What follows belongs to an exercise in optimizing a design on an open flow for small area and a short achievable clock period; a production flow would make more cautious choices. Function was checked by simulation only, so behaviour that the tests miss may differ from the original.

## run A
Design mac_16bit, start of the top module:
module mac_16bit(out_rounded,md,mr,clk,rst);
output reg [26:0] out_rounded;
input [15:0] md,mr;
input clk,rst;
reg [15:0] MD;
reg [7:0] ONE, TWO, NEG;         
reg [84:0] P;                  
reg [39:0] A;                    
reg [5:0] CB;                 
reg [8:0] k;       
reg clr;           
reg z1;            
reg r1, z2;        
wire zero = !rst | clr;
wire [16:0] mrx = {mr, 1'b0};
wire [7:0] one_n, two_n, neg_n;
genvar g;
generate for (g = 0; g < 8; g = g + 1) begin : enc
  assign one_n[g] = mrx[2*g+1] ^ mrx[2*g];
  assign two_n[g] = (mrx[2*g+2] & ~mrx[2*g+1] & ~mrx[2*g]) | (~mrx[2*g+2] & mrx[2*g+1] & mrx[2*g]);
  assign neg_n[g] = mrx[2*g+2] & ~(mrx[2*g+1] & mrx[2*g]);
end endgenerate
wire [16:0] pp0 = (({17{ONE[0]}} & {MD[15], MD}) | ({17{TWO[0]}} & {MD, 1'b0})) ^ {17{NEG[0]}};
wire ns0 = ~pp0[16];
wire [16:0] pp1 = (({17{ONE[1]}} & {MD[15], MD}) | ({17{TWO[1]}} & {MD, 1'b0})) ^ {17{NEG[1]}};
wire ns1 = ~pp1[16];
wire [16:0] pp2 = (({17{ONE[2]}} & {MD[15], MD}) | ({17{TWO[2]}} & {MD, 1'b0})) ^ {17{NEG[2]}};
wire ns2 = ~pp2[16];
  ...
For scale: ~1200 cells after synthesis, roughly 61 I/O pins.
==> flow/config.mk <==
export PLATFORM = sky130hd
export DESIGN_NAME = mac_16bit
export DESIGN_NICKNAME = mac_16bit
export VERILOG_FILES = /design/flow/design.v
export SDC_FILE = /design/flow/constraint.sdc
export NUM_CORES = 4
export LEC_CHECK = 0
export CAP_MARGIN = 20
export CORE_MARGIN = 2
export CORE_UTILIZATION = 60
export CTS_CLUSTER_DIAMETER = 100
export CTS_CLUSTER_SIZE = 20
export GPL_ROUTABILITY_DRIVEN = 0
export SETUP_SLACK_MARGIN = 4.15
export SLEW_MARGIN = 20
==> flow/constraint.sdc <==
create_clock -name core_clock -period 6.9 [get_ports {clk}]
set_input_delay 1.3800 -clock core_clock [delete_from_list [all_inputs] [get_ports {clk}]]
set_output_delay 1.3800 -clock core_clock [all_outputs]
set_load 0.01 [all_outputs]
standard.sh (not shown) runs the stock make flow with config.mk's settings and CLKGATE_MAP_FILE= SYNTH_SCRIPT=/design/flow/synth_recipe.tcl, a recipe that flattens the netlist after the stock synthesis.
==> flow/flow/run.sh <==
#!/bin/bash
# The standard layout (the standard.sh), except that the port buffers are
# sky130_fd_sc_hd__buf_2 cells instead of the default delay buffers.
set -euo pipefail
export BUFFER_PORTS_ARGS="-buffer_cell sky130_fd_sc_hd__buf_2"
bash standard.sh > standard.log 2>&1
Run A completed every stage of the flow, and the final layout passed the timing, DRC and antenna checks.
Setup changes, run A to run B
- CORE_UTILIZATION: 60 -> 40
- GPL_ROUTABILITY_DRIVEN: 0 -> unset
- CTS_CLUSTER_SIZE: 20 -> unset
- CTS_CLUSTER_DIAMETER: 100 -> unset
Findings:
- From run A to run B the numbers moved as follows: final net count went up by 19; shortest clock period the worst path allows after layout shows an increase of 0.081 ns; setup TNS comparable.
- Going from run A to run B, final area grew by a few percent.
The inputs of run C differ from those of run B as listed below.
- CTS_CLUSTER_SIZE: unset -> 25
- CTS_CLUSTER_DIAMETER: unset -> 100
- CORE_UTILIZATION: 40 -> 60
==> comparison <==
- In the tables for run C and run B, share of the core filled with cells reads higher with run C.
- Measured against run C, the overall routed net length of run B comes out at 1.06 times the reference value.
- On worst slack on hold paths, run B tracks run C almost exactly.
- NOTE: non-clock buffer count in run C falls short of that of run B
- Between run C and run B, the clock-cell share of area is lower for run C.
- Diff run B -> run C: detailed placer's ending HPWL -about 3.4%; worst setup timing slack at the placement stage +0.031 ns; clock transition at the registers of the reported paths up 0.03 ns; routed length per placed instance now sits higher.

* * *

Another version of the RTL of mac_16bit (not shown whole).
Size in the first run: roughly 1200 cells after synthesis, ~61 I/O pins, about 12000 um^2 of cells after synthesis.
==> flow/config.mk <==
export PLATFORM = sky130hd
export DESIGN_NAME = mac_16bit
export DESIGN_NICKNAME = mac_16bit
export VERILOG_FILES = /design/flow/design.v
export SDC_FILE = /design/flow/constraint.sdc
export NUM_CORES = 4
export LEC_CHECK = 0
export CAP_MARGIN = 20
export CORE_MARGIN = 2
export CORE_UTILIZATION = 40
export SETUP_SLACK_MARGIN = 3.8
export SLEW_MARGIN = 20
==> flow/constraint.sdc <==
create_clock -name core_clock -period 6.9 [get_ports {clk}]
set_input_delay 1.3800 -clock core_clock [delete_from_list [all_inputs] [get_ports {clk}]]
set_output_delay 1.3800 -clock core_clock [all_outputs]
set_load 0.01 [all_outputs]
run.sh (not shown) runs the stock make flow with config.mk's settings and CLKGATE_MAP_FILE= SYNTH_SCRIPT=/design/flow/synth_recipe.tcl, a recipe that flattens the netlist after the stock synthesis.
Stock flow here: none of the scripts above is used.
Edit:
==> flow/flow/run.sh (new file) <==
#!/bin/bash
# The standard layout (the standard.sh), except that the port buffers are
# sky130_fd_sc_hd__buf_2 cells instead of the default delay buffers.
set -euo pipefail
export BUFFER_PORTS_ARGS="-buffer_cell sky130_fd_sc_hd__buf_2"
bash standard.sh > standard.log 2>&1
==> flow/standard.sh (new file) <==
#!/bin/bash
# synth_recipe.tcl (not shown) runs the flow's synth.tcl, then flattens the netlist and writes it again
# the make line also repeats each setting of config.mk as NAME=value (left out here)
make -C /OpenROAD-flow-scripts/flow DESIGN_CONFIG=/design/flow/config.mk WORK_HOME=/design/flow/orfs CLKGATE_MAP_FILE= SYNTH_SCRIPT=/design/flow/synth_recipe.tcl "${@:-finish}"
--- a/flow/config.mk
+++ b/flow/config.mk
@@ -10,2 +10,4 @@
-export CORE_UTILIZATION = 40
-export SETUP_SLACK_MARGIN = 3.8
+export CORE_UTILIZATION = 60
+export CTS_CLUSTER_DIAMETER = 100
+export CTS_CLUSTER_SIZE = 20
+export SETUP_SLACK_MARGIN = 3.9
removed: flow/run.sh
Outcome:
- worst hold slack is worse by 0.0049 ns
- maximum frequency rises by 1.3%
- routed wire length rises by 2.7%

-- re-timing with driven ports --
The flow's constraints put no driver on any port. The routed layouts listed below were extracted and timed again, unchanged, in two steps. Step 1 assumes that a clkbuf_16 drives the clock port and a buf_2 every other input. Step 2 adds t to the input delays and takes it off the output delays; t is the mean of the earliest and latest rising clock arrival at the registers after step 1. Input paths then give back, and output paths get back, about the clock's delay inside the block. Three values: no drivers, after step 1, after step 2; two values: the first two.
| run | shift t [ns] | setup slack, ns | hold WS [ns] | pins driven straight from the clock port |
|---|---|---|---|---|
| run A | 0.514 | 4.237 / 4.237 / 3.843 | 0.333 / 0.333 / 0.333 | 1 |
| run B | 0.562 | 4.156 / 4.156 / 3.791 | 0.338 / 0.338 / 0.338 | 1 |
| run C | 0.508 | 4.238 / 4.238 / 3.851 | 0.339 / 0.339 / 0.339 | 1 |
| the first run of note 2 | 0.482 | 3.886 / 3.886 / 3.641 | 0.342 / 0.342 / 0.342 | 1 |
| the second run of note 2 | 0.476 | 3.924 / 3.924 / 3.924 | 0.337 / 0.337 / 0.337 | 1 |
After both steps setup and hold are still met in every run listed. The setup slack of run A, which loses most, moves by 0.000 ns with the drivers and by -0.394 ns with both steps.
